From an optimization exercise on the open Yosys and OpenROAD flow, aimed at small area; shortcuts taken in it are not production practice.
The RTL was checked by simulation tests, not by an equivalence proof against the original design.
Power and IR drop assume default switching activity.

File: constraint.sdc
create_clock -name core_clock -period 20.0 [get_ports {AUD_BCLK}]
set_input_delay 4.0000 -clock core_clock [delete_from_list [all_inputs] [get_ports {AUD_BCLK}]]
set_output_delay 4.0000 -clock core_clock [all_outputs]
set_load 0.01 [all_outputs]
File: flow/area.script
strash
dch
map -a
topo
File: design.v
module distortion(in_sample, mode, en, v, neg, sh_neg, sh_amt);
  input [15:0] in_sample;
  wire [15:0] in_sample;
  input [1:0] mode;
  wire [1:0] mode;
  input en;
  wire en;
  output [15:0] v;
  wire [15:0] v;
  output neg;
  wire neg;
  output sh_neg;
  wire sh_neg;
  output [1:0] sh_amt;
  wire [1:0] sh_amt;
  wire _000_;
  wire _001_;
  wire _002_;
  wire _003_;
  wire _004_;
  wire _005_;
  wire _006_;
  wire _007_;
  wire _008_;
  wire _009_;
  wire _010_;
  wire _011_;
  wire _012_;
  wire _013_;
  wire _014_;
  wire _015_;
  wire _016_;
  wire _017_;
  wire _018_;
  wire _019_;
  wire _020_;
  wire _021_;
  wire _022_;
  wire _023_;
  wire _024_;
  wire _025_;
  wire _026_;
  wire _027_;
  wire _028_;
  wire _029_;
  wire _030_;
  wire _031_;
  wire _032_;
  wire _033_;
  wire _034_;
  wire _035_;
  wire _036_;
  wire _037_;
  wire _038_;
  wire _039_;
  wire _040_;
  wire _041_;
  wire _042_;
  wire _043_;
  wire _044_;
  wire _045_;
  wire _046_;
  wire _047_;
  wire _048_;
  wire _049_;
  wire _050_;
  wire _051_;
  wire _052_;
  wire _053_;
  wire _054_;
  wire _055_;
  wire _056_;
  wire _057_;
  wire _058_;
  wire _059_;
  wire _060_;
  wire _061_;
  wire _062_;
  wire _063_;
  wire _064_;
  wire _065_;
  wire _066_;
  wire _067_;
  wire _068_;
  wire _069_;
  wire _070_;
  wire _071_;
  wire _072_;
  wire _073_;
  wire _074_;
  wire _075_;
  wire _076_;
  wire _077_;
  wire _078_;
  wire _079_;
  wire _080_;
  wire _081_;
  wire _082_;
  wire _083_;
  wire _084_;
  wire _085_;
  wire _086_;
  wire _087_;
  wire _088_;
  wire _089_;
  wire _090_;
  wire _091_;
  wire _092_;
  wire _093_;
  wire _094_;
  wire _095_;
  wire _096_;
  wire _097_;
  wire _098_;
  wire _099_;
  wire [3:0] _0_;
  wire _100_;
  wire _101_;
  wire _102_;
  wire _103_;
  wire _104_;
  wire _105_;
  wire _106_;
  wire _107_;
  wire _108_;
  wire _109_;
  wire [3:0] _10_;
  wire _110_;
  wire _111_;
  wire _112_;
  wire _113_;
  wire _114_;
  wire _115_;
  wire _116_;
  wire _117_;
  wire _118_;
  wire _119_;
  wire [3:0] _11_;
  wire _120_;
  wire _121_;
  wire _122_;
  wire _123_;
  wire _124_;
  wire _125_;
  wire _126_;
  wire _127_;
  wire _128_;
  wire _129_;
  wire [3:0] _12_;
  wire _130_;
  wire _131_;
  wire _132_;
  wire _133_;
  wire _134_;
  wire _135_;
  wire _136_;
  wire _137_;
  wire _138_;
  wire _139_;
  wire [3:0] _13_;
  wire _140_;
  wire _141_;
  wire _142_;
  wire _143_;
  wire _144_;
  wire _145_;
  wire _146_;
  wire _147_;
  wire _148_;
  wire _149_;
  wire [3:0] _14_;
  wire _150_;
  wire _151_;
  wire _152_;
  wire _153_;
  wire _154_;
  wire _155_;
  wire _156_;
  wire _157_;
  wire _158_;
  wire _159_;
  wire [3:0] _15_;
  wire _160_;
  wire _161_;
  wire _162_;
  wire _163_;
  wire _164_;
  wire _165_;
  wire _166_;
  wire _167_;
  wire _168_;
  wire _169_;
  wire [3:0] _16_;
  wire _170_;
  wire _171_;
  wire _172_;
  wire _173_;
  wire _174_;
  wire _175_;
  wire _176_;
  wire _177_;
  wire _178_;
  wire _179_;
  wire [3:0] _17_;
  wire _180_;
  wire _181_;
  wire _182_;
  wire _183_;
  wire _184_;
  wire _185_;
  wire _186_;
  wire _187_;
  wire _188_;
  wire _189_;
  wire [3:0] _18_;
  wire _190_;
  wire _191_;
  wire _192_;
  wire _193_;
  wire _194_;
  wire _195_;
  wire _196_;
  wire _197_;
  wire _198_;
  wire _199_;
  wire [3:0] _19_;
  wire [3:0] _1_;
  wire _200_;
  wire _201_;
  wire _202_;
  wire _203_;
  wire _204_;
  wire _205_;
  wire _206_;
  wire _207_;
  wire _208_;
  wire _209_;
  wire [3:0] _20_;
  wire _210_;
  wire _211_;
  wire _212_;
  wire _213_;
  wire _214_;
  wire _215_;
  wire _216_;
  wire _217_;
  wire _218_;
  wire _219_;
  wire [3:0] _21_;
  wire _220_;
  wire _221_;
  wire _222_;
  wire _223_;
  wire _224_;
  wire _225_;
  wire _226_;
  wire _227_;
  wire _228_;
  wire _229_;
  wire [3:0] _22_;
  wire _230_;
  wire _231_;
  wire _232_;
  wire _233_;
  wire _234_;
  wire _235_;
  wire _236_;
  wire _237_;
  wire _238_;
  wire _239_;
  wire [3:0] _23_;
  wire _240_;
  wire _241_;
  wire _242_;
  wire _243_;
  wire _244_;
  wire _245_;
  wire _246_;
  wire _247_;
  wire _248_;
  wire _249_;
  wire [3:0] _24_;
  wire _250_;
  wire _251_;
  wire _252_;
  wire _253_;
  wire _254_;
  wire _255_;
  wire _256_;
  wire _257_;
  wire _258_;
  wire _259_;
  wire [3:0] _25_;
  wire _260_;
  wire _261_;
  wire _262_;
  wire _263_;
  wire _264_;
  wire _265_;
  wire [3:0] _266_;
  wire [3:0] _267_;
  wire [3:0] _268_;
  wire [3:0] _269_;
  wire [3:0] _26_;
  wire [3:0] _270_;
  wire [3:0] _271_;
  wire [3:0] _272_;
  wire [3:0] _273_;
  wire [3:0] _274_;
  wire [3:0] _275_;
  wire [3:0] _276_;
  wire [3:0] _277_;
  wire [3:0] _278_;
  wire [3:0] _279_;
  wire [3:0] _27_;
  wire [3:0] _280_;
  wire [3:0] _281_;
  wire [3:0] _282_;
  wire [3:0] _283_;
  wire [3:0] _284_;
  wire [3:0] _285_;
  wire [3:0] _286_;
  wire [3:0] _287_;
  wire [3:0] _288_;
  wire [3:0] _289_;
  wire [3:0] _28_;
  wire [3:0] _290_;
  wire [3:0] _291_;
  wire [3:0] _292_;
  wire [3:0] _293_;
  wire [3:0] _294_;
  wire [3:0] _295_;
  wire [3:0] _296_;
  wire [3:0] _297_;
  wire [3:0] _298_;
  wire [3:0] _299_;
  wire [3:0] _29_;
  wire [3:0] _2_;
  wire [3:0] _300_;
  wire [3:0] _301_;
  wire [3:0] _302_;
  wire [3:0] _303_;
  wire [3:0] _304_;
  wire [3:0] _305_;
  wire [3:0] _306_;
  wire [3:0] _307_;
  wire [3:0] _308_;
  wire [3:0] _309_;
  wire [3:0] _30_;
  wire [3:0] _310_;
  wire [3:0] _311_;
  wire [3:0] _312_;
  wire [3:0] _313_;
  wire [3:0] _314_;
  wire [3:0] _315_;
  wire [3:0] _316_;
  wire [3:0] _317_;
  wire [3:0] _318_;
  wire [3:0] _319_;
  wire [3:0] _31_;
  wire [3:0] _320_;
  wire [3:0] _321_;
  wire [3:0] _322_;
  wire [3:0] _323_;
  wire [3:0] _324_;
  wire [3:0] _325_;
  wire [3:0] _326_;
  wire [3:0] _327_;
  wire [3:0] _328_;
  wire [3:0] _329_;
  wire [3:0] _32_;
  wire [3:0] _330_;
  wire [3:0] _331_;
  wire [3:0] _332_;
  wire [3:0] _333_;
  wire [3:0] _334_;
  wire [3:0] _335_;
  wire [3:0] _336_;
  wire [3:0] _337_;
  wire [3:0] _338_;
  wire [3:0] _339_;
  wire [3:0] _33_;
  wire [3:0] _340_;
  wire [3:0] _341_;
  wire [3:0] _342_;
  wire [3:0] _343_;
  wire [3:0] _344_;
  wire [3:0] _345_;
  wire [3:0] _346_;
  wire [3:0] _347_;
  wire [3:0] _348_;
  wire [3:0] _349_;
  wire [3:0] _34_;
  wire [3:0] _350_;
  wire [3:0] _351_;
  wire [3:0] _352_;
  wire [3:0] _353_;
  wire [3:0] _354_;
  wire [3:0] _355_;
  wire [3:0] _356_;
  wire [3:0] _357_;
  wire [3:0] _358_;
  wire [3:0] _359_;
  wire [3:0] _35_;
  wire [3:0] _360_;
  wire [3:0] _361_;
  wire [3:0] _362_;
  wire [3:0] _363_;
  wire [3:0] _364_;
  wire [3:0] _365_;
  wire [3:0] _366_;
  wire [3:0] _367_;
  wire [3:0] _368_;
  wire [3:0] _369_;
  wire [3:0] _36_;
  wire [3:0] _370_;
  wire [3:0] _371_;
  wire [3:0] _372_;
  wire [3:0] _373_;
  wire [3:0] _374_;
  wire [3:0] _375_;
  wire [3:0] _376_;
  wire [3:0] _377_;
  wire [3:0] _378_;
  wire [3:0] _379_;
  wire [3:0] _37_;
  wire [3:0] _380_;
  wire [3:0] _381_;
  wire [3:0] _382_;
  wire [3:0] _383_;
  wire [3:0] _384_;
  wire [3:0] _385_;
  wire [3:0] _386_;
  wire [3:0] _387_;
  wire [3:0] _388_;
  wire [3:0] _389_;
  wire [3:0] _38_;
  wire [3:0] _390_;
  wire [3:0] _391_;
  wire [3:0] _392_;
  wire [3:0] _393_;
  wire [3:0] _394_;
  wire [3:0] _395_;
  wire [3:0] _396_;
  wire [3:0] _397_;
  wire [3:0] _398_;
  wire [3:0] _399_;
  wire [3:0] _39_;
  wire [3:0] _3_;
  wire [3:0] _400_;
  wire [3:0] _401_;
  wire [3:0] _402_;
  wire [3:0] _403_;
  wire [3:0] _404_;
  wire [3:0] _405_;
  wire [3:0] _406_;
  wire [3:0] _407_;
  wire [3:0] _408_;
  wire [3:0] _409_;
  wire [3:0] _40_;
  wire [3:0] _410_;
  wire [3:0] _411_;
  wire [3:0] _412_;
  wire [3:0] _413_;
  wire [3:0] _414_;
  wire [3:0] _415_;
  wire [3:0] _416_;
  wire [3:0] _417_;
  wire [3:0] _418_;
  wire [3:0] _419_;
  wire [3:0] _41_;
  wire [3:0] _420_;
  wire [3:0] _421_;
  wire [3:0] _422_;
  wire [3:0] _423_;
  wire [3:0] _424_;
  wire [3:0] _425_;
  wire [3:0] _426_;
  wire [3:0] _427_;
  wire [3:0] _428_;
  wire [3:0] _429_;
  wire [3:0] _42_;
  wire [3:0] _430_;
  wire [3:0] _431_;
  wire [3:0] _432_;
  wire [3:0] _433_;
  wire [3:0] _434_;
  wire [3:0] _435_;
  wire [3:0] _436_;
  wire [3:0] _437_;
  wire [3:0] _438_;
  wire [3:0] _439_;
  wire [3:0] _43_;
  wire [3:0] _440_;
  wire [3:0] _441_;
  wire [3:0] _442_;
  wire [3:0] _443_;
  wire [3:0] _444_;
  wire [3:0] _445_;
  wire [3:0] _446_;
  wire [3:0] _447_;
  wire [3:0] _448_;
  wire [3:0] _449_;
  wire [3:0] _44_;
  wire [3:0] _450_;
  wire [3:0] _45_;
  wire [3:0] _46_;
  wire [3:0] _47_;
  wire [3:0] _48_;
  wire [3:0] _49_;
  wire [3:0] _4_;
  wire [3:0] _50_;
  wire [3:0] _51_;
  wire [3:0] _52_;
  wire [3:0] _53_;
  wire [3:0] _54_;
  wire [3:0] _55_;
  wire [3:0] _56_;
  wire [3:0] _57_;
  wire [3:0] _58_;
  wire [3:0] _59_;
  wire [3:0] _5_;
  wire [3:0] _60_;
  wire [3:0] _61_;
  wire [3:0] _62_;
  wire [3:0] _63_;
  wire [3:0] _64_;
  wire [3:0] _65_;
  wire [3:0] _66_;
  wire [3:0] _67_;
  wire [3:0] _68_;
  wire [3:0] _69_;
  wire [3:0] _6_;
  wire [3:0] _70_;
  wire [3:0] _71_;
  wire [3:0] _72_;
  wire [3:0] _73_;
  wire [3:0] _74_;
  wire [3:0] _75_;
  wire [3:0] _76_;
  wire [3:0] _77_;
  wire [3:0] _78_;
  wire [3:0] _79_;
  wire [3:0] _7_;
  wire [3:0] _80_;
  wire [3:0] _81_;
  wire [3:0] _82_;
  wire [3:0] _83_;
  wire [3:0] _84_;
  wire [3:0] _85_;
  wire [3:0] _86_;
  wire [3:0] _87_;
  wire [3:0] _88_;
  wire [3:0] _89_;
  wire [3:0] _8_;
  wire [3:0] _90_;
  wire [3:0] _91_;
  wire [3:0] _92_;
  wire [3:0] _93_;
  wire [3:0] _94_;
  wire [3:0] _95_;
  wire [3:0] _96_;
  wire [3:0] _97_;
  wire [3:0] _98_;
  wire [3:0] _99_;
  wire [3:0] _9_;
  assign { _450_[3:1], v[0] } = 4'h1 >> { _205_, _204_ };
  assign { _449_[3:1], _205_ } = 4'h1 >> { _203_, _126_ };
  assign { _448_[3:1], _204_ } = 4'h8 >> { _203_, _126_ };
  assign { _447_[3:1], _203_ } = 4'h1 >> { _202_, _125_ };
  assign { _446_[3:1], _202_ } = 4'h2 >> { _124_, _122_ };
  assign { _445_[3:1], v[1] } = 4'h1 >> { _201_, _137_ };
  assign { _444_[3:1], _201_ } = 4'h2 >> { _136_, _127_ };
  assign { _443_[3:1], v[2] } = 4'he >> { _200_, _140_ };
  assign { _442_[3:1], _200_ } = 4'h2 >> { _139_, _117_ };
  assign { _441_[3:1], v[3] } = 4'he >> { _199_, _143_ };
  assign { _440_[3:1], _199_ } = 4'h2 >> { _142_, _116_ };
  assign { _439_[3:1], v[4] } = 4'h1 >> { _198_, _146_ };
  assign { _438_[3:1], _198_ } = 4'h4 >> { _197_, _144_ };
  assign { _437_[3:1], _197_ } = 4'h1 >> { _145_, _088_ };
  assign { _436_[3:1], v[5] } = 4'he >> { _196_, _149_ };
  assign { _435_[3:1], _196_ } = 4'h2 >> { _148_, _146_ };
  assign { _434_[3:1], v[6] } = 4'h1 >> { _195_, _152_ };
  assign { _433_[3:1], _195_ } = 4'h4 >> { _194_, _150_ };
  assign { _432_[3:1], _194_ } = 4'h1 >> { _151_, _086_ };
  assign { _431_[3:1], v[7] } = 4'he >> { _193_, _192_ };
  assign { _430_[3:1], _193_ } = 4'h4 >> { _191_, _152_ };
  assign { _429_[3:1], _192_ } = 4'h2 >> { _191_, _152_ };
  assign { _428_[3:1], _191_ } = 4'h1 >> { _107_, _106_ };
  assign { _427_[3:1], v[8] } = 4'he >> { _190_, _189_ };
  assign { _426_[3:1], _190_ } = 4'h2 >> { _188_, _154_ };
  assign { _425_[3:1], _189_ } = 4'h4 >> { _188_, _154_ };
  assign { _424_[3:1], _188_ } = 4'h1 >> { _187_, _103_ };
  assign { _423_[3:1], _187_ } = 4'h1 >> { _102_, _052_ };
  assign { _422_[3:1], v[9] } = 4'he >> { _186_, _185_ };
  assign { _421_[3:1], _186_ } = 4'h8 >> { _184_, _155_ };
  assign { _420_[3:1], _185_ } = 4'h1 >> { _184_, _155_ };
  assign { _419_[3:1], _184_ } = 4'h1 >> { _101_, _100_ };
  assign { _418_[3:1], v[10] } = 4'he >> { _183_, _182_ };
  assign { _417_[3:1], _183_ } = 4'h1 >> { _181_, _157_ };
  assign { _416_[3:1], _182_ } = 4'h8 >> { _181_, _157_ };
  assign { _415_[3:1], _181_ } = 4'h1 >> { _180_, _096_ };
  assign { _414_[3:1], _180_ } = 4'h1 >> { _179_, _077_ };
  assign { _413_[3:1], _179_ } = 4'h4 >> { _082_, _257_ };
  assign { _412_[3:1], v[11] } = 4'h1 >> { _178_, _162_ };
  assign { _411_[3:1], _178_ } = 4'h2 >> { _161_, _158_ };
  assign { _410_[3:1], v[12] } = 4'he >> { _177_, _165_ };
  assign { _409_[3:1], _177_ } = 4'h2 >> { _164_, _162_ };
  assign { _408_[3:1], v[13] } = 4'h1 >> { _176_, _175_ };
  assign { _407_[3:1], _176_ } = 4'h8 >> { _174_, _083_ };
  assign { _406_[3:1], _175_ } = 4'h1 >> { _174_, _083_ };
  assign { _405_[3:1], _174_ } = 4'h1 >> { _166_, _089_ };
  assign { _404_[3:1], v[14] } = 4'h1 >> { _173_, _090_ };
  assign { _403_[3:1], _173_ } = 4'h8 >> { _172_, _167_ };
  assign { _402_[3:1], _172_ } = 4'h1 >> { _171_, _170_ };
  assign { _401_[3:1], _171_ } = 4'h2 >> { _169_, _168_ };
  assign { _400_[3:1], _170_ } = 4'h4 >> { _169_, _168_ };
  assign { _399_[3:1], _169_ } = 4'h4 >> { _085_, _078_ };
  assign { _398_[3:1], _168_ } = 4'h4 >> { _082_, _263_ };
  assign { _0_[3:1], _167_ } = 4'h1 >> { _166_, _090_ };
  assign { _1_[3:1], _166_ } = 4'h1 >> { _165_, _092_ };
  assign { _2_[3:1], _165_ } = 4'h4 >> { _164_, _162_ };
  assign { _3_[3:1], _164_ } = 4'h1 >> { _163_, _092_ };
  assign { _4_[3:1], _163_ } = 4'h8 >> { _091_, sh_neg };
  assign { _5_[3:1], _162_ } = 4'h1 >> { _161_, _095_ };
  assign { _6_[3:1], _161_ } = 4'h8 >> { _160_, _158_ };
  assign { _7_[3:1], _160_ } = 4'h1 >> { _159_, _095_ };
  assign { _8_[3:1], _159_ } = 4'h8 >> { _094_, _093_ };
  assign { _9_[3:1], _158_ } = 4'h4 >> { _157_, _096_ };
  assign { _10_[3:1], _157_ } = 4'h1 >> { _156_, _100_ };
  assign { _11_[3:1], _156_ } = 4'h1 >> { _155_, _101_ };
  assign { _12_[3:1], _155_ } = 4'h1 >> { _154_, _103_ };
  assign { _13_[3:1], _154_ } = 4'h1 >> { _153_, _106_ };
  assign { _14_[3:1], _153_ } = 4'h1 >> { _152_, _107_ };
  assign { _15_[3:1], _152_ } = 4'h8 >> { _151_, _150_ };
  assign { _16_[3:1], _151_ } = 4'h4 >> { _082_, _234_ };
  assign { _17_[3:1], _150_ } = 4'h1 >> { _149_, _110_ };
  assign { _18_[3:1], _149_ } = 4'h4 >> { _148_, _146_ };
  assign { _19_[3:1], _148_ } = 4'h1 >> { _147_, _110_ };
  assign { _20_[3:1], _147_ } = 4'h8 >> { _109_, _108_ };
  assign { _21_[3:1], _146_ } = 4'h8 >> { _145_, _144_ };
  assign { _22_[3:1], _145_ } = 4'h4 >> { _082_, _221_ };
  assign { _23_[3:1], _144_ } = 4'h1 >> { _143_, _115_ };
  assign { _24_[3:1], _143_ } = 4'h4 >> { _142_, _116_ };
  assign { _25_[3:1], _142_ } = 4'h1 >> { _141_, _115_ };
  assign { _26_[3:1], _141_ } = 4'h2 >> { _140_, _077_ };
  assign { _27_[3:1], _140_ } = 4'h4 >> { _139_, _117_ };
  assign { _28_[3:1], _139_ } = 4'h4 >> { _138_, _137_ };
  assign { _29_[3:1], _138_ } = 4'h1 >> { _134_, _130_ };
  assign { _30_[3:1], _137_ } = 4'h4 >> { _136_, _127_ };
  assign { _31_[3:1], _136_ } = 4'h1 >> { _135_, _134_ };
  assign { _32_[3:1], _135_ } = 4'h4 >> { _133_, _128_ };
  assign { _33_[3:1], _134_ } = 4'h2 >> { _133_, _128_ };
  assign { _34_[3:1], _133_ } = 4'h1 >> { _132_, _131_ };
  assign { _35_[3:1], _132_ } = 4'h2 >> { _118_, _086_ };
  assign { _36_[3:1], _131_ } = 4'h2 >> { _130_, mode[0] };
  assign { _37_[3:1], _130_ } = 4'h1 >> { _129_, _077_ };
  assign { _38_[3:1], _129_ } = 4'h8 >> { _111_, _081_ };
  assign { _39_[3:1], _128_ } = 4'h8 >> { _082_, _213_ };
  assign { _40_[3:1], _127_ } = 4'h1 >> { _126_, _125_ };
  assign { _41_[3:1], _126_ } = 4'h4 >> { sh_neg, in_sample[15] };
  assign { _42_[3:1], _125_ } = 4'h4 >> { _124_, _122_ };
  assign { _43_[3:1], _124_ } = 4'h8 >> { _123_, _082_ };
  assign { _44_[3:1], _123_ } = 4'h1 >> { _027_, _210_ };
  assign { _45_[3:1], _122_ } = 4'h1 >> { _121_, _077_ };
  assign { _46_[3:1], _121_ } = 4'h2 >> { _120_, _081_ };
  assign { _47_[3:1], _120_ } = 4'h1 >> { _119_, _118_ };
  assign { _48_[3:1], _119_ } = 4'h1 >> { mode[0], in_sample[15] };
  assign { _49_[3:1], _118_ } = 4'h8 >> { mode[0], in_sample[15] };
  assign { _50_[3:1], _117_ } = 4'h4 >> { _082_, _225_ };
  assign { _51_[3:1], _116_ } = 4'h4 >> { _082_, _209_ };
  assign { _52_[3:1], _115_ } = 4'h1 >> { _114_, _077_ };
  assign { _53_[3:1], _114_ } = 4'h8 >> { _113_, _081_ };
  assign { _54_[3:1], _113_ } = 4'h4 >> { _112_, _111_ };
  assign { _55_[3:1], _112_ } = 4'h1 >> { _084_, _206_ };
  assign { _56_[3:1], _111_ } = 4'h2 >> { mode[1], in_sample[15] };
  assign { _57_[3:1], _110_ } = 4'h1 >> { _109_, _108_ };
  assign { _58_[3:1], _109_ } = 4'h4 >> { _082_, _218_ };
  assign { _59_[3:1], _108_ } = 4'h2 >> { _097_, _052_ };
  assign { _60_[3:1], _107_ } = 4'h8 >> { _104_, _097_ };
  assign { _61_[3:1], _106_ } = 4'h4 >> { _105_, _097_ };
  assign { _62_[3:1], _105_ } = 4'h1 >> { _104_, _081_ };
  assign { _63_[3:1], _104_ } = 4'h4 >> { _082_, _231_ };
  assign { _64_[3:1], _103_ } = 4'h8 >> { _102_, _052_ };
  assign { _65_[3:1], _102_ } = 4'h4 >> { _082_, _245_ };
  assign { _66_[3:1], _101_ } = 4'h2 >> { _099_, _098_ };
  assign { _67_[3:1], _100_ } = 4'h4 >> { _099_, _098_ };
  assign { _68_[3:1], _099_ } = 4'h4 >> { _082_, _250_ };
  assign { _69_[3:1], _098_ } = 4'h1 >> { _097_, _088_ };
  assign { _70_[3:1], _097_ } = 4'h4 >> { _078_, mode[0] };
  assign { _71_[3:1], _096_ } = 4'h4 >> { _077_, _257_ };
  assign { _72_[3:1], _095_ } = 4'h1 >> { _094_, _093_ };
  assign { _73_[3:1], _094_ } = 4'h8 >> { _084_, _052_ };
  assign { _74_[3:1], _093_ } = 4'h4 >> { _082_, _002_ };
  assign { _75_[3:1], _092_ } = 4'h1 >> { _091_, sh_neg };
  assign { _76_[3:1], _091_ } = 4'h4 >> { _082_, _005_ };
  assign { _77_[3:1], _090_ } = 4'h2 >> { _089_, _083_ };
  assign { _78_[3:1], _089_ } = 4'h1 >> { _088_, _087_ };
  assign { _79_[3:1], _088_ } = 4'h8 >> { _084_, _081_ };
  assign { _80_[3:1], _087_ } = 4'h2 >> { _086_, _085_ };
  assign { _81_[3:1], _086_ } = 4'h8 >> { _081_, mode[1] };
  assign { _82_[3:1], _085_ } = 4'h2 >> { _084_, _052_ };
  assign { _83_[3:1], _084_ } = 4'h8 >> mode;
  assign { _84_[3:1], _083_ } = 4'h4 >> { _082_, _260_ };
  assign { _85_[3:1], _082_ } = 4'h2 >> { _081_, _011_ };
  assign { _86_[3:1], _081_ } = 4'h8 >> { _076_, _012_ };
  assign { _87_[3:1], neg } = 4'h8 >> { _011_, in_sample[15] };
  assign { _88_[3:1], sh_neg } = 4'h4 >> { _077_, mode[1] };
  assign { _89_[3:1], sh_amt[1] } = 4'h8 >> { _079_, mode[1] };
  assign { _90_[3:1], sh_amt[0] } = 4'h2 >> { _080_, mode[0] };
  assign { _91_[3:1], _080_ } = 4'h1 >> { _079_, _078_ };
  assign { _92_[3:1], _079_ } = 4'h8 >> { _051_, _012_ };
  assign { _93_[3:1], _078_ } = 4'h8 >> { _077_, mode[1] };
  assign { _94_[3:1], _077_ } = 4'h2 >> { _076_, _052_ };
  assign { _95_[3:1], _076_ } = 4'h1 >> { _075_, _062_ };
  assign { _96_[3:1], _075_ } = 4'h4 >> { _074_, _068_ };
  assign { _97_[3:1], _074_ } = 4'h2 >> { _073_, _264_ };
  assign { _98_[3:1], _073_ } = 4'h4 >> { _072_, _071_ };
  assign { _99_[3:1], _072_ } = 4'h2 >> { _006_, mode[0] };
  assign { _266_[3:1], _071_ } = 4'h4 >> { _070_, _236_ };
  assign { _267_[3:1], _070_ } = 4'h8 >> { _069_, _034_ };
  assign { _268_[3:1], _069_ } = 4'h8 >> { _005_, _257_ };
  assign { _269_[3:1], _068_ } = 4'h4 >> { _067_, _066_ };
  assign { _270_[3:1], _067_ } = 4'h1 >> { _005_, _002_ };
  assign { _271_[3:1], _066_ } = 4'h2 >> { _065_, _257_ };
  assign { _272_[3:1], _065_ } = 4'h4 >> { _064_, _063_ };
  assign { _273_[3:1], _064_ } = 4'h1 >> { _056_, _250_ };
  assign { _274_[3:1], _063_ } = 4'h8 >> { _055_, _015_ };
  assign { _275_[3:1], _062_ } = 4'h1 >> { _061_, mode[1] };
  assign { _276_[3:1], _061_ } = 4'h1 >> { _060_, _263_ };
  assign { _277_[3:1], _060_ } = 4'h2 >> { _059_, _047_ };
  assign { _278_[3:1], _059_ } = 4'h4 >> { _058_, _057_ };
  assign { _279_[3:1], _058_ } = 4'h4 >> { _020_, _002_ };
  assign { _280_[3:1], _057_ } = 4'h4 >> { _056_, _054_ };
  assign { _281_[3:1], _056_ } = 4'h8 >> { _055_, _234_ };
  assign { _282_[3:1], _055_ } = 4'h8 >> { _245_, _231_ };
  assign { _283_[3:1], _054_ } = 4'h1 >> { _053_, _218_ };
  assign { _284_[3:1], _053_ } = 4'h8 >> { _026_, _239_ };
  assign { _285_[3:1], _052_ } = 4'h2 >> { _051_, _012_ };
  assign { _286_[3:1], _051_ } = 4'h2 >> { _050_, _263_ };
  assign { _287_[3:1], _050_ } = 4'h1 >> { _049_, _025_ };
  assign { _288_[3:1], _049_ } = 4'h4 >> { _048_, _045_ };
  assign { _289_[3:1], _048_ } = 4'h4 >> { _047_, _046_ };
  assign { _290_[3:1], _047_ } = 4'h8 >> { _005_, _260_ };
  assign { _291_[3:1], _046_ } = 4'h2 >> { _002_, mode[0] };
  assign { _292_[3:1], _045_ } = 4'h1 >> { _044_, _257_ };
  assign { _293_[3:1], _044_ } = 4'h1 >> { _043_, _037_ };
  assign { _294_[3:1], _043_ } = 4'h4 >> { _042_, _041_ };
  assign { _295_[3:1], _042_ } = 4'h1 >> { _034_, _002_ };
  assign { _296_[3:1], _041_ } = 4'h8 >> { _040_, _038_ };
  assign { _297_[3:1], _040_ } = 4'h2 >> { _039_, _017_ };
  assign { _298_[3:1], _039_ } = 4'h1 >> { _221_, _218_ };
  assign { _299_[3:1], _038_ } = 4'h4 >> { _250_, _240_ };
  assign { _300_[3:1], _037_ } = 4'h2 >> { _036_, mode[0] };
  assign { _301_[3:1], _036_ } = 4'h4 >> { _035_, _033_ };
  assign { _302_[3:1], _035_ } = 4'h8 >> { _034_, _231_ };
  assign { _303_[3:1], _034_ } = 4'h8 >> { _250_, _245_ };
  assign { _304_[3:1], _033_ } = 4'h4 >> { _032_, _031_ };
  assign { _305_[3:1], _032_ } = 4'h1 >> { _234_, _218_ };
  assign { _306_[3:1], _031_ } = 4'h2 >> { _030_, _026_ };
  assign { _307_[3:1], _030_ } = 4'h1 >> { _029_, _225_ };
  assign { _308_[3:1], _029_ } = 4'h1 >> { _028_, _237_ };
  assign { _309_[3:1], _028_ } = 4'h2 >> { _027_, in_sample[1] };
  assign { _310_[3:1], _027_ } = 4'h8 >> { in_sample[0], in_sample[15] };
  assign { _311_[3:1], _026_ } = 4'h8 >> { _221_, _209_ };
  assign { _312_[3:1], _025_ } = 4'h1 >> { _024_, mode[1] };
  assign { _313_[3:1], _024_ } = 4'h1 >> { _023_, _260_ };
  assign { _314_[3:1], _023_ } = 4'h2 >> { _022_, _006_ };
  assign { _315_[3:1], _022_ } = 4'h4 >> { _021_, _019_ };
  assign { _316_[3:1], _021_ } = 4'h4 >> { _020_, _245_ };
  assign { _317_[3:1], _020_ } = 4'h1 >> { _257_, _250_ };
  assign { _318_[3:1], _019_ } = 4'h8 >> { _018_, _015_ };
  assign { _319_[3:1], _018_ } = 4'h4 >> { _017_, _016_ };
  assign { _320_[3:1], _017_ } = 4'h8 >> { _234_, _231_ };
  assign { _321_[3:1], _016_ } = 4'h1 >> { _239_, _221_ };
  assign { _322_[3:1], _015_ } = 4'h2 >> { _014_, _218_ };
  assign { _323_[3:1], _014_ } = 4'h8 >> { _013_, _226_ };
  assign { _324_[3:1], _013_ } = 4'h2 >> { _221_, _214_ };
  assign { _325_[3:1], _012_ } = 4'h4 >> { _011_, _206_ };
  assign { _326_[3:1], _011_ } = 4'h2 >> { _010_, en };
  assign { _327_[3:1], _010_ } = 4'h4 >> { _009_, _254_ };
  assign { _328_[3:1], _009_ } = 4'h8 >> { _008_, _265_ };
  assign { _329_[3:1], _008_ } = 4'h2 >> { _007_, _006_ };
  assign { _330_[3:1], _007_ } = 4'h1 >> { _250_, mode[1] };
  assign { _331_[3:1], _006_ } = 4'h8 >> { _005_, _002_ };
  assign { _332_[3:1], _005_ } = 4'h1 >> { _004_, _003_ };
  assign { _333_[3:1], _004_ } = 4'h4 >> { in_sample[15], in_sample[12] };
  assign { _334_[3:1], _003_ } = 4'h2 >> { in_sample[15], in_sample[12] };
  assign { _335_[3:1], _002_ } = 4'h1 >> { _001_, _000_ };
  assign { _336_[3:1], _001_ } = 4'h4 >> { in_sample[11], in_sample[15] };
  assign { _337_[3:1], _000_ } = 4'h2 >> { in_sample[11], in_sample[15] };
  assign { _338_[3:1], _265_ } = 4'h8 >> { _264_, _257_ };
  assign { _339_[3:1], _264_ } = 4'h8 >> { _263_, _260_ };
  assign { _340_[3:1], _263_ } = 4'h1 >> { _262_, _261_ };
  assign { _341_[3:1], _262_ } = 4'h4 >> { in_sample[14], in_sample[15] };
  assign { _342_[3:1], _261_ } = 4'h2 >> { in_sample[14], in_sample[15] };
  assign { _343_[3:1], _260_ } = 4'h1 >> { _259_, _258_ };
  assign { _344_[3:1], _259_ } = 4'h4 >> { in_sample[13], in_sample[15] };
  assign { _345_[3:1], _258_ } = 4'h2 >> { in_sample[13], in_sample[15] };
  assign { _346_[3:1], _257_ } = 4'h1 >> { _256_, _255_ };
  assign { _347_[3:1], _256_ } = 4'h4 >> { in_sample[10], in_sample[15] };
  assign { _348_[3:1], _255_ } = 4'h2 >> { in_sample[10], in_sample[15] };
  assign { _349_[3:1], _254_ } = 4'h4 >> { _253_, _247_ };
  assign { _350_[3:1], _253_ } = 4'h1 >> { _252_, _251_ };
  assign { _351_[3:1], _252_ } = 4'h8 >> { mode[0], in_sample[8] };
  assign { _352_[3:1], _251_ } = 4'h8 >> { _250_, mode[1] };
  assign { _353_[3:1], _250_ } = 4'h1 >> { _249_, _248_ };
  assign { _354_[3:1], _249_ } = 4'h4 >> { in_sample[9], in_sample[15] };
  assign { _355_[3:1], _248_ } = 4'h2 >> { in_sample[9], in_sample[15] };
  assign { _356_[3:1], _247_ } = 4'h1 >> { _246_, _242_ };
  assign { _357_[3:1], _246_ } = 4'h1 >> { _245_, mode[0] };
  assign { _358_[3:1], _245_ } = 4'h1 >> { _244_, _243_ };
  assign { _359_[3:1], _244_ } = 4'h4 >> { in_sample[8], in_sample[15] };
  assign { _360_[3:1], _243_ } = 4'h2 >> { in_sample[8], in_sample[15] };
  assign { _361_[3:1], _242_ } = 4'h8 >> { _241_, _236_ };
  assign { _362_[3:1], _241_ } = 4'h4 >> { _240_, in_sample[4] };
  assign { _363_[3:1], _240_ } = 4'h8 >> { _239_, _216_ };
  assign { _364_[3:1], _239_ } = 4'h8 >> { _238_, _237_ };
  assign { _365_[3:1], _238_ } = 4'h1 >> { in_sample[0], in_sample[3] };
  assign { _366_[3:1], _237_ } = 4'h1 >> { in_sample[1], in_sample[2] };
  assign { _367_[3:1], _236_ } = 4'h4 >> { _235_, _228_ };
  assign { _368_[3:1], _235_ } = 4'h1 >> { _234_, _231_ };
  assign { _369_[3:1], _234_ } = 4'h1 >> { _233_, _232_ };
  assign { _370_[3:1], _233_ } = 4'h4 >> { in_sample[6], in_sample[15] };
  assign { _371_[3:1], _232_ } = 4'h2 >> { in_sample[6], in_sample[15] };
  assign { _372_[3:1], _231_ } = 4'h1 >> { _230_, _229_ };
  assign { _373_[3:1], _230_ } = 4'h4 >> { in_sample[7], in_sample[15] };
  assign { _374_[3:1], _229_ } = 4'h2 >> { in_sample[7], in_sample[15] };
  assign { _375_[3:1], _228_ } = 4'h4 >> { _227_, _215_ };
  assign { _376_[3:1], _227_ } = 4'h2 >> { _226_, _222_ };
  assign { _377_[3:1], _226_ } = 4'h1 >> { _225_, _209_ };
  assign { _378_[3:1], _225_ } = 4'h1 >> { _224_, _223_ };
  assign { _379_[3:1], _224_ } = 4'h4 >> { in_sample[2], in_sample[15] };
  assign { _380_[3:1], _223_ } = 4'h2 >> { in_sample[2], in_sample[15] };
  assign { _381_[3:1], _222_ } = 4'h8 >> { _221_, _218_ };
  assign { _382_[3:1], _221_ } = 4'h1 >> { _220_, _219_ };
  assign { _383_[3:1], _220_ } = 4'h4 >> { in_sample[4], in_sample[15] };
  assign { _384_[3:1], _219_ } = 4'h2 >> { in_sample[4], in_sample[15] };
  assign { _385_[3:1], _218_ } = 4'h1 >> { _217_, _216_ };
  assign { _386_[3:1], _217_ } = 4'h4 >> { in_sample[5], in_sample[15] };
  assign { _387_[3:1], _216_ } = 4'h2 >> { in_sample[5], in_sample[15] };
  assign { _388_[3:1], _215_ } = 4'h4 >> { _214_, _209_ };
  assign { _389_[3:1], _214_ } = 4'h4 >> { _213_, _210_ };
  assign { _390_[3:1], _213_ } = 4'h1 >> { _212_, _211_ };
  assign { _391_[3:1], _212_ } = 4'h8 >> { in_sample[1], in_sample[15] };
  assign { _392_[3:1], _211_ } = 4'h1 >> { in_sample[1], in_sample[15] };
  assign { _393_[3:1], _210_ } = 4'h1 >> { in_sample[0], in_sample[15] };
  assign { _394_[3:1], _209_ } = 4'h1 >> { _208_, _207_ };
  assign { _395_[3:1], _208_ } = 4'h4 >> { in_sample[3], in_sample[15] };
  assign { _396_[3:1], _207_ } = 4'h2 >> { in_sample[3], in_sample[15] };
  assign { _397_[3:1], _206_ } = 4'h1 >> mode;
  assign _0_[0] = _167_;
  assign _1_[0] = _166_;
  assign _2_[0] = _165_;
  assign _3_[0] = _164_;
  assign _4_[0] = _163_;
  assign _5_[0] = _162_;
  assign _6_[0] = _161_;
  assign _7_[0] = _160_;
  assign _8_[0] = _159_;
  assign _9_[0] = _158_;
  assign _10_[0] = _157_;
  assign _11_[0] = _156_;
  assign _12_[0] = _155_;
  assign _13_[0] = _154_;
  assign _14_[0] = _153_;
  assign _15_[0] = _152_;
  assign _16_[0] = _151_;
  assign _17_[0] = _150_;
  assign _18_[0] = _149_;
  assign _19_[0] = _148_;
  assign _20_[0] = _147_;
  assign _21_[0] = _146_;
  assign _22_[0] = _145_;
  assign _23_[0] = _144_;
  assign _24_[0] = _143_;
  assign _25_[0] = _142_;
  assign _26_[0] = _141_;
  assign _27_[0] = _140_;
  assign _28_[0] = _139_;
  assign _29_[0] = _138_;
  assign _30_[0] = _137_;
  assign _31_[0] = _136_;
  assign _32_[0] = _135_;
  assign _33_[0] = _134_;
  assign _34_[0] = _133_;
  assign _35_[0] = _132_;
  assign _36_[0] = _131_;
  assign _37_[0] = _130_;
  assign _38_[0] = _129_;
  assign _39_[0] = _128_;
  assign _40_[0] = _127_;
  assign _41_[0] = _126_;
  assign _42_[0] = _125_;
  assign _43_[0] = _124_;
  assign _44_[0] = _123_;
  assign _45_[0] = _122_;
  assign _46_[0] = _121_;
  assign _47_[0] = _120_;
  assign _48_[0] = _119_;
  assign _49_[0] = _118_;
  assign _50_[0] = _117_;
  assign _51_[0] = _116_;
  assign _52_[0] = _115_;
  assign _53_[0] = _114_;
  assign _54_[0] = _113_;
  assign _55_[0] = _112_;
  assign _56_[0] = _111_;
  assign _57_[0] = _110_;
  assign _58_[0] = _109_;
  assign _59_[0] = _108_;
  assign _60_[0] = _107_;
  assign _61_[0] = _106_;
  assign _62_[0] = _105_;
  assign _63_[0] = _104_;
  assign _64_[0] = _103_;
  assign _65_[0] = _102_;
  assign _66_[0] = _101_;
  assign _67_[0] = _100_;
  assign _68_[0] = _099_;
  assign _69_[0] = _098_;
  assign _70_[0] = _097_;
  assign _71_[0] = _096_;
  assign _72_[0] = _095_;
  assign _73_[0] = _094_;
  assign _74_[0] = _093_;
  assign _75_[0] = _092_;
  assign _76_[0] = _091_;
  assign _77_[0] = _090_;
  assign _78_[0] = _089_;
  assign _79_[0] = _088_;
  assign _80_[0] = _087_;
  assign _81_[0] = _086_;
  assign _82_[0] = _085_;
  assign _83_[0] = _084_;
  assign _84_[0] = _083_;
  assign _85_[0] = _082_;
  assign _86_[0] = _081_;
  assign _87_[0] = neg;
  assign _88_[0] = sh_neg;
  assign _89_[0] = sh_amt[1];
  assign _90_[0] = sh_amt[0];
  assign _91_[0] = _080_;
  assign _92_[0] = _079_;
  assign _93_[0] = _078_;
  assign _94_[0] = _077_;
  assign _95_[0] = _076_;
  assign _96_[0] = _075_;
  assign _97_[0] = _074_;
  assign _98_[0] = _073_;
  assign _99_[0] = _072_;
  assign _266_[0] = _071_;
  assign _267_[0] = _070_;
  assign _268_[0] = _069_;
  assign _269_[0] = _068_;
  assign _270_[0] = _067_;
  assign _271_[0] = _066_;
  assign _272_[0] = _065_;
  assign _273_[0] = _064_;
  assign _274_[0] = _063_;
  assign _275_[0] = _062_;
  assign _276_[0] = _061_;
  assign _277_[0] = _060_;
  assign _278_[0] = _059_;
  assign _279_[0] = _058_;
  assign _280_[0] = _057_;
  assign _281_[0] = _056_;
  assign _282_[0] = _055_;
  assign _283_[0] = _054_;
  assign _284_[0] = _053_;
  assign _285_[0] = _052_;
  assign _286_[0] = _051_;
  assign _287_[0] = _050_;
  assign _288_[0] = _049_;
  assign _289_[0] = _048_;
  assign _290_[0] = _047_;
  assign _291_[0] = _046_;
  assign _292_[0] = _045_;
  assign _293_[0] = _044_;
  assign _294_[0] = _043_;
  assign _295_[0] = _042_;
  assign _296_[0] = _041_;
  assign _297_[0] = _040_;
  assign _298_[0] = _039_;
  assign _299_[0] = _038_;
  assign _300_[0] = _037_;
  assign _301_[0] = _036_;
  assign _302_[0] = _035_;
  assign _303_[0] = _034_;
  assign _304_[0] = _033_;
  assign _305_[0] = _032_;
  assign _306_[0] = _031_;
  assign _307_[0] = _030_;
  assign _308_[0] = _029_;
  assign _309_[0] = _028_;
  assign _310_[0] = _027_;
  assign _311_[0] = _026_;
  assign _312_[0] = _025_;
  assign _313_[0] = _024_;
  assign _314_[0] = _023_;
  assign _315_[0] = _022_;
  assign _316_[0] = _021_;
  assign _317_[0] = _020_;
  assign _318_[0] = _019_;
  assign _319_[0] = _018_;
  assign _320_[0] = _017_;
  assign _321_[0] = _016_;
  assign _322_[0] = _015_;
  assign _323_[0] = _014_;
  assign _324_[0] = _013_;
  assign _325_[0] = _012_;
  assign _326_[0] = _011_;
  assign _327_[0] = _010_;
  assign _328_[0] = _009_;
  assign _329_[0] = _008_;
  assign _330_[0] = _007_;
  assign _331_[0] = _006_;
  assign _332_[0] = _005_;
  assign _333_[0] = _004_;
  assign _334_[0] = _003_;
  assign _335_[0] = _002_;
  assign _336_[0] = _001_;
  assign _337_[0] = _000_;
  assign _338_[0] = _265_;
  assign _339_[0] = _264_;
  assign _340_[0] = _263_;
  assign _341_[0] = _262_;
  assign _342_[0] = _261_;
  assign _343_[0] = _260_;
  assign _344_[0] = _259_;
  assign _345_[0] = _258_;
  assign _346_[0] = _257_;
  assign _347_[0] = _256_;
  assign _348_[0] = _255_;
  assign _349_[0] = _254_;
  assign _350_[0] = _253_;
  assign _351_[0] = _252_;
  assign _352_[0] = _251_;
  assign _353_[0] = _250_;
  assign _354_[0] = _249_;
  assign _355_[0] = _248_;
  assign _356_[0] = _247_;
  assign _357_[0] = _246_;
  assign _358_[0] = _245_;
  assign _359_[0] = _244_;
  assign _360_[0] = _243_;
  assign _361_[0] = _242_;
  assign _362_[0] = _241_;
  assign _363_[0] = _240_;
  assign _364_[0] = _239_;
  assign _365_[0] = _238_;
  assign _366_[0] = _237_;
  assign _367_[0] = _236_;
  assign _368_[0] = _235_;
  assign _369_[0] = _234_;
  assign _370_[0] = _233_;
  assign _371_[0] = _232_;
  assign _372_[0] = _231_;
  assign _373_[0] = _230_;
  assign _374_[0] = _229_;
  assign _375_[0] = _228_;
  assign _376_[0] = _227_;
  assign _377_[0] = _226_;
  assign _378_[0] = _225_;
  assign _379_[0] = _224_;
  assign _380_[0] = _223_;
  assign _381_[0] = _222_;
  assign _382_[0] = _221_;
  assign _383_[0] = _220_;
  assign _384_[0] = _219_;
  assign _385_[0] = _218_;
  assign _386_[0] = _217_;
  assign _387_[0] = _216_;
  assign _388_[0] = _215_;
  assign _389_[0] = _214_;
  assign _390_[0] = _213_;
  assign _391_[0] = _212_;
  assign _392_[0] = _211_;
  assign _393_[0] = _210_;
  assign _394_[0] = _209_;
  assign _395_[0] = _208_;
  assign _396_[0] = _207_;
  assign _397_[0] = _206_;
  assign _398_[0] = _168_;
  assign _399_[0] = _169_;
  assign _400_[0] = _170_;
  assign _401_[0] = _171_;
  assign _402_[0] = _172_;
  assign _403_[0] = _173_;
  assign _404_[0] = v[14];
  assign _405_[0] = _174_;
  assign _406_[0] = _175_;
  assign _407_[0] = _176_;
  assign _408_[0] = v[13];
  assign _409_[0] = _177_;
  assign _410_[0] = v[12];
  assign _411_[0] = _178_;
  assign _412_[0] = v[11];
  assign _413_[0] = _179_;
  assign _414_[0] = _180_;
  assign _415_[0] = _181_;
  assign _416_[0] = _182_;
  assign _417_[0] = _183_;
  assign _418_[0] = v[10];
  assign _419_[0] = _184_;
  assign _420_[0] = _185_;
  assign _421_[0] = _186_;
  assign _422_[0] = v[9];
  assign _423_[0] = _187_;
  assign _424_[0] = _188_;
  assign _425_[0] = _189_;
  assign _426_[0] = _190_;
  assign _427_[0] = v[8];
  assign _428_[0] = _191_;
  assign _429_[0] = _192_;
  assign _430_[0] = _193_;
  assign _431_[0] = v[7];
  assign _432_[0] = _194_;
  assign _433_[0] = _195_;
  assign _434_[0] = v[6];
  assign _435_[0] = _196_;
  assign _436_[0] = v[5];
  assign _437_[0] = _197_;
  assign _438_[0] = _198_;
  assign _439_[0] = v[4];
  assign _440_[0] = _199_;
  assign _441_[0] = v[3];
  assign _442_[0] = _200_;
  assign _443_[0] = v[2];
  assign _444_[0] = _201_;
  assign _445_[0] = v[1];
  assign _446_[0] = _202_;
  assign _447_[0] = _203_;
  assign _448_[0] = _204_;
  assign _449_[0] = _205_;
  assign _450_[0] = v[0];
  assign v[15] = sh_neg;
endmodule
module pedal_audio(
    input  wire        AUD_BCLK,
    input  wire        reset,
    input  wire [1:0]  SW,
    input  wire        AUD_ADCLRCK,
    input  wire        AUD_ADCDAT,
    output wire        AUD_DACLRCK,
    output wire        AUD_DACDAT
);
    reg [1:0] mode_bclk_ff1, mode_bclk_ff2;
    always @(posedge AUD_BCLK) begin
        mode_bclk_ff1 <= SW;
        mode_bclk_ff2 <= mode_bclk_ff1;
    end
    reg        lrclk_prev;
    reg [4:0]  bit_count;
    reg [16:0] cur;
    reg [15:0] oth;
    reg        oth_ok;
    reg        sh_neg;
    reg        neg;
    reg [1:0]  sh_amt;
    reg        dacdat;
    wire boundary = AUD_ADCLRCK ^ lrclk_prev;
    wire load     = boundary | reset;
    wire [15:0] d_v;
    wire        d_neg, d_sh_neg;
    wire [1:0]  d_sh_amt;
    distortion u_dist (
        .in_sample(oth),
        .mode(mode_bclk_ff2),
        .en(oth_ok & ~reset),
        .v(d_v),
        .neg(d_neg),
        .sh_neg(d_sh_neg),
        .sh_amt(d_sh_amt)
    );
    reg tap, late;
    always @(*) begin
        case (sh_amt)
            2'd0: tap = cur[15];
            2'd1: tap = cur[14];
            2'd2: tap = cur[13];
            default: tap = cur[12];
        endcase
        if (sh_neg)
            tap = cur[16];
        case (sh_amt)
            2'd0: late = 1'b0;
            2'd1: late = (bit_count[3:0] == 4'd15);
            2'd2: late = (bit_count[3:1] == 3'd7);
            default: late = (bit_count[3:2] == 2'd3) & (bit_count[1] | bit_count[0]);
        endcase
        if (sh_neg)
            late = 1'b0;
    end
    always @(posedge AUD_BCLK) begin
        lrclk_prev <= AUD_ADCLRCK & ~reset;
        if (load)
            bit_count <= 5'd0;
        else if (!bit_count[4])
            bit_count <= {bit_count[4] | (&bit_count[3:0]),
                          bit_count[3] ^ (&bit_count[2:0]),
                          bit_count[2] ^ (&bit_count[1:0]),
                          bit_count[1] ^ bit_count[0],
                          ~bit_count[0]};
        if (load)
            cur <= {1'b0, d_v};
        else if (!bit_count[4])
            cur <= {cur[15:0], AUD_ADCDAT};
        if (boundary)
            oth <= cur[15:0];
        if (reset)
            oth_ok <= 1'b0;
        else if (boundary)
            oth_ok <= bit_count[4];
        if (load) begin
            neg    <= d_neg;
            sh_neg <= d_sh_neg;
            sh_amt <= d_sh_amt;
        end
        if (load)
            dacdat <= 1'b0;
        else
            dacdat <= (tap ^ neg) & ~late & ~bit_count[4];
    end
    assign AUD_DACDAT  = dacdat;
    assign AUD_DACLRCK = AUD_ADCLRCK;
endmodule
File: flow/run.sh
#!/bin/bash
# Own layout flow: the standard flow (standard.sh), with
#  * area-only ABC mapping in synthesis (flow/abc_area_only.tcl),
#  * the smallest buffer on each port,
#  * clock tree synthesis without dummy loads.
# Each step's full output is in orfs/logs/; make's output is in flow_make.log.
set -euo pipefail
W=$(pwd)
F=$W/flow
export AREA_ABC_SCRIPT=$F/area.script
cat $F/abc_area_only.tcl $W/synth_recipe.tcl > $W/area_synth.tcl
sed "s#$W/synth_recipe.tcl#$W/area_synth.tcl#g" $W/standard.sh > $W/area_standard.sh
grep -q area_synth.tcl $W/area_standard.sh
cat >> $W/config.mk <<'EOC'
export BUFFER_PORTS_ARGS = -buffer_cell sky130_fd_sc_hd__buf_1
export CTS_ARGS = -sink_clustering_enable -repair_clock_nets -dont_use_dummy_load -buf_list sky130_fd_sc_hd__clkbuf_8
EOC
bash $W/area_standard.sh > $W/flow_make.log 2>&1
File: standard.sh
#!/bin/bash
# synth_recipe.tcl (not shown) runs the flow's synth.tcl, then flattens the netlist and writes it again
# the make line also repeats each setting of config.mk as NAME=value (left out here)
make -C /OpenROAD-flow-scripts/flow DESIGN_CONFIG=/design/flow/config.mk WORK_HOME=/design/flow/orfs CLKGATE_MAP_FILE= SYNTH_SCRIPT=/design/flow/synth_recipe.tcl "${@:-finish}"
File: flow/abc_area_only.tcl
# Area-only technology mapping: ABC gets flow/area.script (plain area
# mapping) in place of ORFS's script, which also buffers and upsizes gates
# for speed; the clock period here leaves a wide margin. Everything else in
# the standard synthesis is unchanged, so the registers keep their names and
# cell types.
proc abc {args} {
  set i [lsearch -exact $args -script]
  if { $i >= 0 } {
    set args [lreplace $args [expr {$i + 1}] [expr {$i + 1}] $::env(AREA_ABC_SCRIPT)]
  }
  set j [lsearch -exact $args -D]
  if { $j >= 0 } {
    set args [lreplace $args $j [expr {$j + 1}]]
  }
  yosys abc {*}$args
}
File: config.mk
export PLATFORM = sky130hd
export DESIGN_NAME = pedal_audio
export DESIGN_NICKNAME = pedal_audio
export VERILOG_FILES = /design/flow/design.v
export SDC_FILE = /design/flow/constraint.sdc
export NUM_CORES = 4
export LEC_CHECK = 0
export ABC_AREA = 1
export CAP_MARGIN = 20
export CORE_MARGIN = 2
export CORE_UTILIZATION = 40
export SLEW_MARGIN = 20
export BUFFER_PORTS_ARGS = -buffer_cell sky130_fd_sc_hd__buf_1
export CTS_ARGS = -sink_clustering_enable -repair_clock_nets -dont_use_dummy_load -buf_list sky130_fd_sc_hd__clkbuf_8
==> summary.txt, run 1 <==
Placement
  – Cells after DPL: about 430
  – Routability Congestion: 0.978
  – DP HPWL: 4650 um
  – Place WS: 10.62 ns
  – I/O Buffers: 7
  – Area post-placement: 2980 um^2

Hold path
  – Worst hold stages: 0
  – Hold path start: mode_bclk_ff1[1]
  – Hold Path Sink: mode_bclk_ff2[1]
  – Worst Hold Class: reg2reg

Power
  – Lkg Pwr: 1.19 nW
  – Cell Pwr Density: 71.7 nW/um^2
  – Final Total Pwr: 0.219 mW
  – Peak VDD IR: 0.0413 mV

Timing
  – Slew margin rel.: between 40% and 50%
  – Hold_ws: 0.333 ns
  – Final setup fails: 0
  – Max Clock Skew: 0.0122 ns
  – Max Fclk: 111 MHz
  – Setup TNS: 0 ns
  – Final Max Tran Viols: 0
  – Period utilization: 45.2%
  – RSZ-0062 raised after global routing: no
  – Min cycle time layout: 9.04 ns
  – Worst-margin pin slew: 0.841 ns
  – Final hold violations: 0
  – Final worst slack: 10.96 ns

Layout
  – Ant diodes: 0
  – Nets: between 300 and 400
  – Finished Layout Cells: approximately 440
  – Fraction of layout cells with a size suffix above 1: 4.41%
  – Fin area: 3060 um^2
  – Final Core Density: 44.8%
  – Commonest cells after routing, fill and taps aside: nand2_1 (74), clkinv_1 (44), nor2_1 (38)
  – Register area: ~1300 um^2
  – Fill count: 684
  – Multi-input logic area: 1330 um^2
  – Area grow syn2layout: 8.27%
  – Most common cell after layout, fill and taps aside: nand2_1

Setup path
  – RR Endpoint: cur[14]
  – CP endpoint kind: flop
  – Peak per-stage delay on the critical path: 0.57 ns
  – Crit Path Max Fanout: 7
  – Arrival time worst endpoint: 9.08 ns
  – Cell family with most CP delay: simple AND/OR/NAND/NOR gates
  – CP required: around 20 ns
  – Flop2flop setup slack: 12.04 ns
  – Reg2reg path depth: 38
  – WP buf/inv: 4
  – CP Class: in2reg
  – Most frequent CP cell: nand2_1
  – Kind of launch point of the worst setup path: primary input
  – Slowest stage cell on the critical path: nor3b_1
  – R2r startpoint: oth[15]

Synth
  – Post-synthesis cell count: 328
  – Ys Warns: 1
  – Mapped Nets: 353
  – Count of cell types in the netlist: 30
  – Mapped Area: roughly 2800 um^2
  – Post-synthesis sequential element count: 49
  – Avg Cell Area, Syn: approximately 8.6 um^2
  – Post-synthesis sequential area ratio: 47.4%

Clock tree
  – Clock Latency Late Sink: 0.30 ns
  – CTS max path bufs: 2
  – CTS Hold Bufs: 0
  – CTS tree: done
  – Setup Fix Bufs, Post-CTS: 0
  – CTS sink cnt: 49
  – Clk root buf: clkbuf_8
  – H-tree Lvls: 2
  – Clk pin slew, worst setup/hold paths: 0.08 ns
  – Post-CTS sizing: 0
  – TritonCTS buffer count: 5

Drt
  – Vias: about 2,300
  – DR WL/cell: 14.2 um
  – Via density: 5.19
  – Final wirelength: 6180 um
  – Drt first-iter violations: 176
  – DR DRC count: 0
  – Antenna Violating Nets Remaining: 0
  – First drt pass iteration count: 5

Global routing
  – Largest net degree at the start of global routing: 30
  – Global-route usage over all layers: 17.8%
  – First-pass GRT wire length: 10,500 um
  – Remaining Overflow, GRT: 0
  – Number of global-route vias before repair: about 2,200
  – Antenna violations before repair: 0

Floorplan
  – Initial Util: 41.4%
  – Die X-Extent: 88.1 um
  – Total core area: 6830 um^2
  – Die area: 7760 um^2
  – Die H: 88.1 um
  – # rows: 30
  – Ports: 8

Run
  – Max cap viols: 0

Status
  – Status: timing/DRC/antenna clean
-- sequential cells by signal, indices dropped and copies added, names as in the netlist --
signal / cells
mode_bclk_ff1: 2
neg: 1
cur: 17
sh_amt: 2
sh_neg: 1
dacdat: 1
mode_bclk_ff2: 2
oth: 16
lrclk_prev: 1
bit_count: 5
oth_ok: 1
-- layer usage --
layer | vias up | global-route usage, % | part of all wire (%)
met3 | 11 | 3.20 | 6.5
met5 | - | 0 | 0
met4 | 0 | 6.06 | 2.1
met2 | 77 | 27.5 | 43
li1 | 1136 | - | -
met1 | 1037 | 25.4 | 49
-- area by class of cell --
cell class,instances,share of cell area (%)
Clock buffer,5,2.25
Inverter,44,5.39
Multi-Input combinational cell,234,43.5
Sequential cell,49,43.8
Tap cell,96,3.92
Timing Repair Buffer,8,1.10
-- cells in the mapped netlist --
| library cell | instances | area (um^2) |
|---|---|---|
| a2111oi_0 | 1 | 8.76 |
| nand4_1 | 1 | 6.26 |
| nand3_1 | 13 | 65.1 |
| a31oi_1 | 2 | 12.5 |
| a22oi_1 | 1 | 7.51 |
| nand2_1 | 74 | 278 |
| o211ai_1 | 3 | 22.5 |
| o2111ai_1 | 2 | 17.5 |
| fa_1 | 3 | 60.1 |
| nor4_1 | 2 | 12.5 |
| dfxtp_1 | 13 | 260 |
| o21bai_1 | 1 | 7.51 |
| a22o_2 | 1 | 10.0 |
| nor3_1 | 6 | 30.0 |
| buf_4 | 1 | 7.51 |
| a311oi_1 | 2 | 17.5 |
| nor2_1 | 38 | 143 |
| a21oi_1 | 15 | 75.1 |
| o31ai_1 | 1 | 7.51 |
| xnor2_1 | 4 | 35.0 |
| nor3b_1 | 1 | 7.51 |
| or2_2 | 7 | 43.8 |
| o21ai_0 | 27 | 135 |
| ha_1 | 16 | 200 |
| clkinv_1 | 44 | 165 |
| o22ai_1 | 1 | 6.26 |
| xor2_1 | 9 | 78.8 |
| o32ai_1 | 1 | 8.76 |
| a221oi_1 | 2 | 17.5 |
| edfxtp_1 | 36 | 1080 |
-- worst max-delay path by stage --
| stage | start | end | slack, ns | depth (start not counted) |
|---|---|---|---|---|
| after floorplan | reset | cur[14] | 11.49 | 32 |
| after global placement | reset | cur[14] | 10.62 | 31 |
| after detailed placement | reset | cur[14] | 10.62 | 31 |
| after CTS | reset | cur[14] | 10.92 | 31 |
| after global routing | reset | cur[14] | 10.26 | 31 |
| final | reset | cur[14] | 10.96 | 31 |
-- power by group --
group / total (mW) / internal, mW / switching [mW] / leakage, nW
logic: 0.0424 / 0.0138 / 0.0286 / 0.640
registers: 0.126 / 0.119 / 0.00682 / 0.511
clock network: 0.0514 / 0.0226 / 0.0288 / 0.0359
-- kinds of logic after synthesis --
logic type / synth area share, %
adder cells (fa/ha/maj): 9.20
flip-flops: 47.4
AO/OA/AOI/OAI: 12.5
XOR/XNOR: 4.03
AND/OR/NAND/NOR: 20.7
buffers and inverters: 6.11
==> run 2: changes to the inputs <==
--- a/flow/run.sh
+++ b/flow/run.sh
@@ -14,5 +14,5 @@
 cat >> $W/config.mk <<'EOC'
 export BUFFER_PORTS_ARGS = -buffer_cell sky130_fd_sc_hd__buf_1
-export CTS_ARGS = -sink_clustering_enable -repair_clock_nets -dont_use_dummy_load -buf_list sky130_fd_sc_hd__clkbuf_8
+export CTS_ARGS = -sink_clustering_enable -repair_clock_nets -dont_use_dummy_load -buf_list sky130_fd_sc_hd__clkbuf_4 -root_buf sky130_fd_sc_hd__clkbuf_8
 EOC
 bash $W/area_standard.sh > $W/flow_make.log 2>&1
==> flow/area.script (replaced) <==
strash
dch
amap
topo
--- a/config.mk
+++ b/config.mk
@@ -12,3 +12,3 @@
 export SLEW_MARGIN = 20
 export BUFFER_PORTS_ARGS = -buffer_cell sky130_fd_sc_hd__buf_1
-export CTS_ARGS = -sink_clustering_enable -repair_clock_nets -dont_use_dummy_load -buf_list sky130_fd_sc_hd__clkbuf_8
+export CTS_ARGS = -sink_clustering_enable -repair_clock_nets -dont_use_dummy_load -buf_list sky130_fd_sc_hd__clkbuf_4 -root_buf sky130_fd_sc_hd__clkbuf_8
==> summary.txt, run 2 <==
Clock tree
  – Setup Fix Bufs, Post-CTS: 0
  – Clk root buf: clkbuf_8
  – CTS max path bufs: 2
  – CTS tree: done
  – TritonCTS buffer count: 5
  – CTS sink cnt: 49
  – Clk pin slew, worst setup/hold paths: about 0.090 ns
  – H-tree Lvls: 2
  – Clock Latency Late Sink: 0.29 ns
  – Post-CTS sizing: 0
  – CTS Hold Bufs: 0

Setup path
  – CP endpoint kind: flop
  – Levels on crit path: 29
  – WP buf/inv: 1
  – CP Class: in2reg
  – CP required: 20.15 ns
  – Cell family with most CP delay: simple AND/OR/NAND/NOR gates
  – Slowest stage cell on the critical path: or2_0
  – Crit Path Max Fanout: 19
  – Most frequent CP cell: nor2_1
  – CP startpoint: reset
  – R2r startpoint: oth[15]
  – End point of the critical path: cur[13]
  – Kind of launch point of the worst setup path: primary input
  – Flop2flop setup slack: between 10 and 15 ns
  – Reg2reg path depth: 35
  – Peak per-stage delay on the critical path: 0.75 ns
  – RR Endpoint: cur[13]
  – Arrival time worst endpoint: 9.56 ns

Global routing
  – GR peak layer: met1
  – Global-route usage over all layers: 16.7%
  – Grt met1 use: 25.4%
  – Remaining Overflow, GRT: 0
  – Met3 Use GR: 2.84%
  – Antenna violations before repair: 0
  – Largest net degree at the start of global routing: 24
  – Number of global-route vias before repair: 1,925
  – First-pass GRT wire length: 9730 um
  – M2 GR Usage: 24.4%

Power
  – Cell Pwr Density: 71.9 nW/um^2
  – Lkg Pwr: about 1.1 nW
  – Peak VDD IR: 0.0411 mV

Timing
  – Final hold violations: 0
  – Worst-margin pin slew: ~0.93 ns
  – Min cycle time layout: 9.41 ns
  – Final setup fails: 0
  – Period utilization: 47.0%
  – RSZ-0062 raised after global routing: no
  – Max Fclk: 106 MHz
  – Max Clock Skew: 0.0171 ns
  – Final Max Tran Viols: 0
  – Setup TNS: 0 ns
  – Slew margin rel.: 37.9%

Placement
  – DP HPWL: 4320 um
  – Routability Congestion: a little over 0.9
  – I/O Buffers: 7

Synth
  – Post-synthesis sequential element count: around 50
  – Avg Cell Area, Syn: between 9 and 10 um^2
  – Most frequent cell after synthesis: nor2_1
  – Post-synthesis sequential area ratio: around half
  – Mapped Area: 2750 um^2
  – Asr flop ratio synth: 0%
  – Count of cell types in the netlist: 40
  – Post-synth EDFFs: 36
  – Synth top cells by count: nor2_1 (53), edfxtp_1 (36), nand2_1 (30), clkinv_1 (29), a21oi_1 (20)
  – Top cell type's share of synthesized area: around 40%
  – Mapped Nets: 318
  – Most area-hungry cell type in the Yosys netlist: edfxtp_1
  – Primary FF master, synth: edfxtp_1
  – Post-synthesis cell count: 293
  – Ys Warns: 1
  – Main area contributors after synthesis: edfxtp_1 (39%), dfxtp_1 (9.5%), ha_1 (7.3%)

Layout
  – Max reg flops: 17
  – Area grow syn2layout: 7.50%
  – Largest regs: cur: 17 flops, oth: 16 flops, bit_count: 5 flops
  – Commonest cells after routing, fill and taps aside: nor2_1 (53), edfxtp_1 (36), nand2_1 (30)
  – Fraction of layout cells with a size suffix above 1: around 2.3%
  – Ant diodes: 0
  – Nets: 332
  – Most common cell after layout, fill and taps aside: nor2_1
  – Most flops, register: cur
  – Final Core Density: 44.1%

Floorplan
  – Total core area: 6720 um^2
  – Die H: 87.0 um
  – Die X-Extent: between 80 and 90 um
  – Initial Util: 41.0%
  – Ports: 8
  – # rows: 30
  – Die area: 7560 um^2

Status
  – Status: timing/DRC/antenna clean

Drt
  – Vias: 2,118
  – Via density: 5.50
  – DR WL/cell: about 15 um
  – First drt pass iteration count: 4
  – Drt first-iter violations: 135
  – Final wirelength: 5790 um
  – DR DRC count: 0
  – Antenna Violating Nets Remaining: 0

Run
  – Max cap viols: 0

Hold path
  – Worst Hold Class: reg2reg
-- run 2: cell count changes after synthesis, moves of 4 or more --
| cell | before | now |
|---|---|---|
| a21oi_1 | 15 | 20 |
| nand3_1 | 13 | 1 |
| xor2_1 | 9 | 0 |
| nor2b_1 | 0 | 5 |
| a22o_1 | 0 | 4 |
| clkinv_1 | 44 | 29 |
| nand2_1 | 74 | 30 |
| xnor2_1 | 4 | 0 |
| nor2_1 | 38 | 53 |
| or2_0 | 0 | 11 |
| or2_2 | 7 | 0 |
| o21ai_0 | 27 | 17 |
-- run 2: cells by family (layout without fill, tap and decap cells) --
| logic type | after synthesis | after routing | synth area share (%) |
|---|---|---|---|
| adders and majority gates | 19 | 19 | 9.45 |
| DFF | 49 | 49 | 48.7 |
| and+or+nand+nor | 116 | 116 | 18.4 |
| AOI/OAI and AO/OA | 79 | 79 | 19.2 |
| buffers and inverters | 30 | 42 | 4.23 |
-- run 2: routing by layer --
layer  wire length (um)  vias to the layer above  share of wire (%)
li1                   -                     1100                  -
met4                 78                        0                1.3
met5                  0                        -                  0
met3                182                        6                3.1
met2               2470                       36                 43
met1               3050                      976                 53
-- run 2: per-stage QoR --
stage	cell area [um^2]	power [mW]	hold slack (ns)	setup slack, ns	std cells
2_1_floorplan	2750	0.152	0.310	11.07	293
3_3_place_gp	2880	0.163	0.312	10.54	380
3_5_place_dp	2880	0.163	0.314	10.39	380
4_1_cts	2950	0.214	0.336	10.69	385
5_1_grt	2960	0.225	0.341	9.99	385
6_report	2960	0.213	0.333	10.59	385
-- run 2: how the worst min path moves through the flow --
stage | from | to | slack [ns] | depth (start not counted)
finish | mode_bclk_ff1[1] | mode_bclk_ff2[1] | 0.33 | 0
global route | mode_bclk_ff1[1] | mode_bclk_ff2[1] | 0.34 | 0
CTS | mode_bclk_ff1[1] | mode_bclk_ff2[1] | 0.34 | 0
detailed placement | mode_bclk_ff1[1] | mode_bclk_ff2[1] | 0.31 | 0
global placement | mode_bclk_ff1[1] | mode_bclk_ff2[1] | 0.31 | 0
floorplan | mode_bclk_ff1[0] | mode_bclk_ff2[0] | 0.31 | 0
-- run 2: layout make-up --
| class | count | area, um^2 |
|---|---|---|
| fill | 643 | 3760 |
| sequential | 49 | 1340 |
| multi-input combinational | 214 | 1310 |
| inverter | 29 | 109 |
| tap | 80 | 100 |
| timing repair buffer | 8 | 33.8 |
| clock buffer | 5 | 68.8 |
-- run 2: where the power goes --
part / internal (mW) / switching (mW)
Clock: 0.0226 / 0.0287
Combinational: 0.0125 / 0.0249
Sequential: 0.118 / 0.00592

==> static timing again, ports no longer ideal <==
In the flow no input, the clock included, has a driving cell. The finished layouts below were timed again as built, in two steps. Step 1, drivers: a clkbuf_16 drives AUD_BCLK and a buf_2 each remaining input, both assumed. Step 2 adds t to the input delays and takes it off the output delays; t is the mean of the earliest and latest rising clock arrival at the registers after step 1. Input paths then give back, and output paths get back, about the clock's delay inside the block. Slacks: ideal ports / drivers / drivers and shift; pairs: ideal ports / drivers.
| run | t (ns) | setup WS [ns] | worst setup path after step 2 | worst register clock-pin slew, ns | cell pins on the clock port's net |
|---|---|---|---|---|---|
| run 1 | 0.320 | 10.963 / 10.972 / 10.652 | input to register | 0.08 / 0.08 | 1 |
| run 2 | 0.314 | 10.591 / 10.590 / 10.277 | input to register | 0.09 / 0.09 | 1 |
After both steps every run listed still meets setup and hold. The setup slack of run 2, which loses most, moves by -0.001 ns with the drivers and by -0.314 ns with both steps.
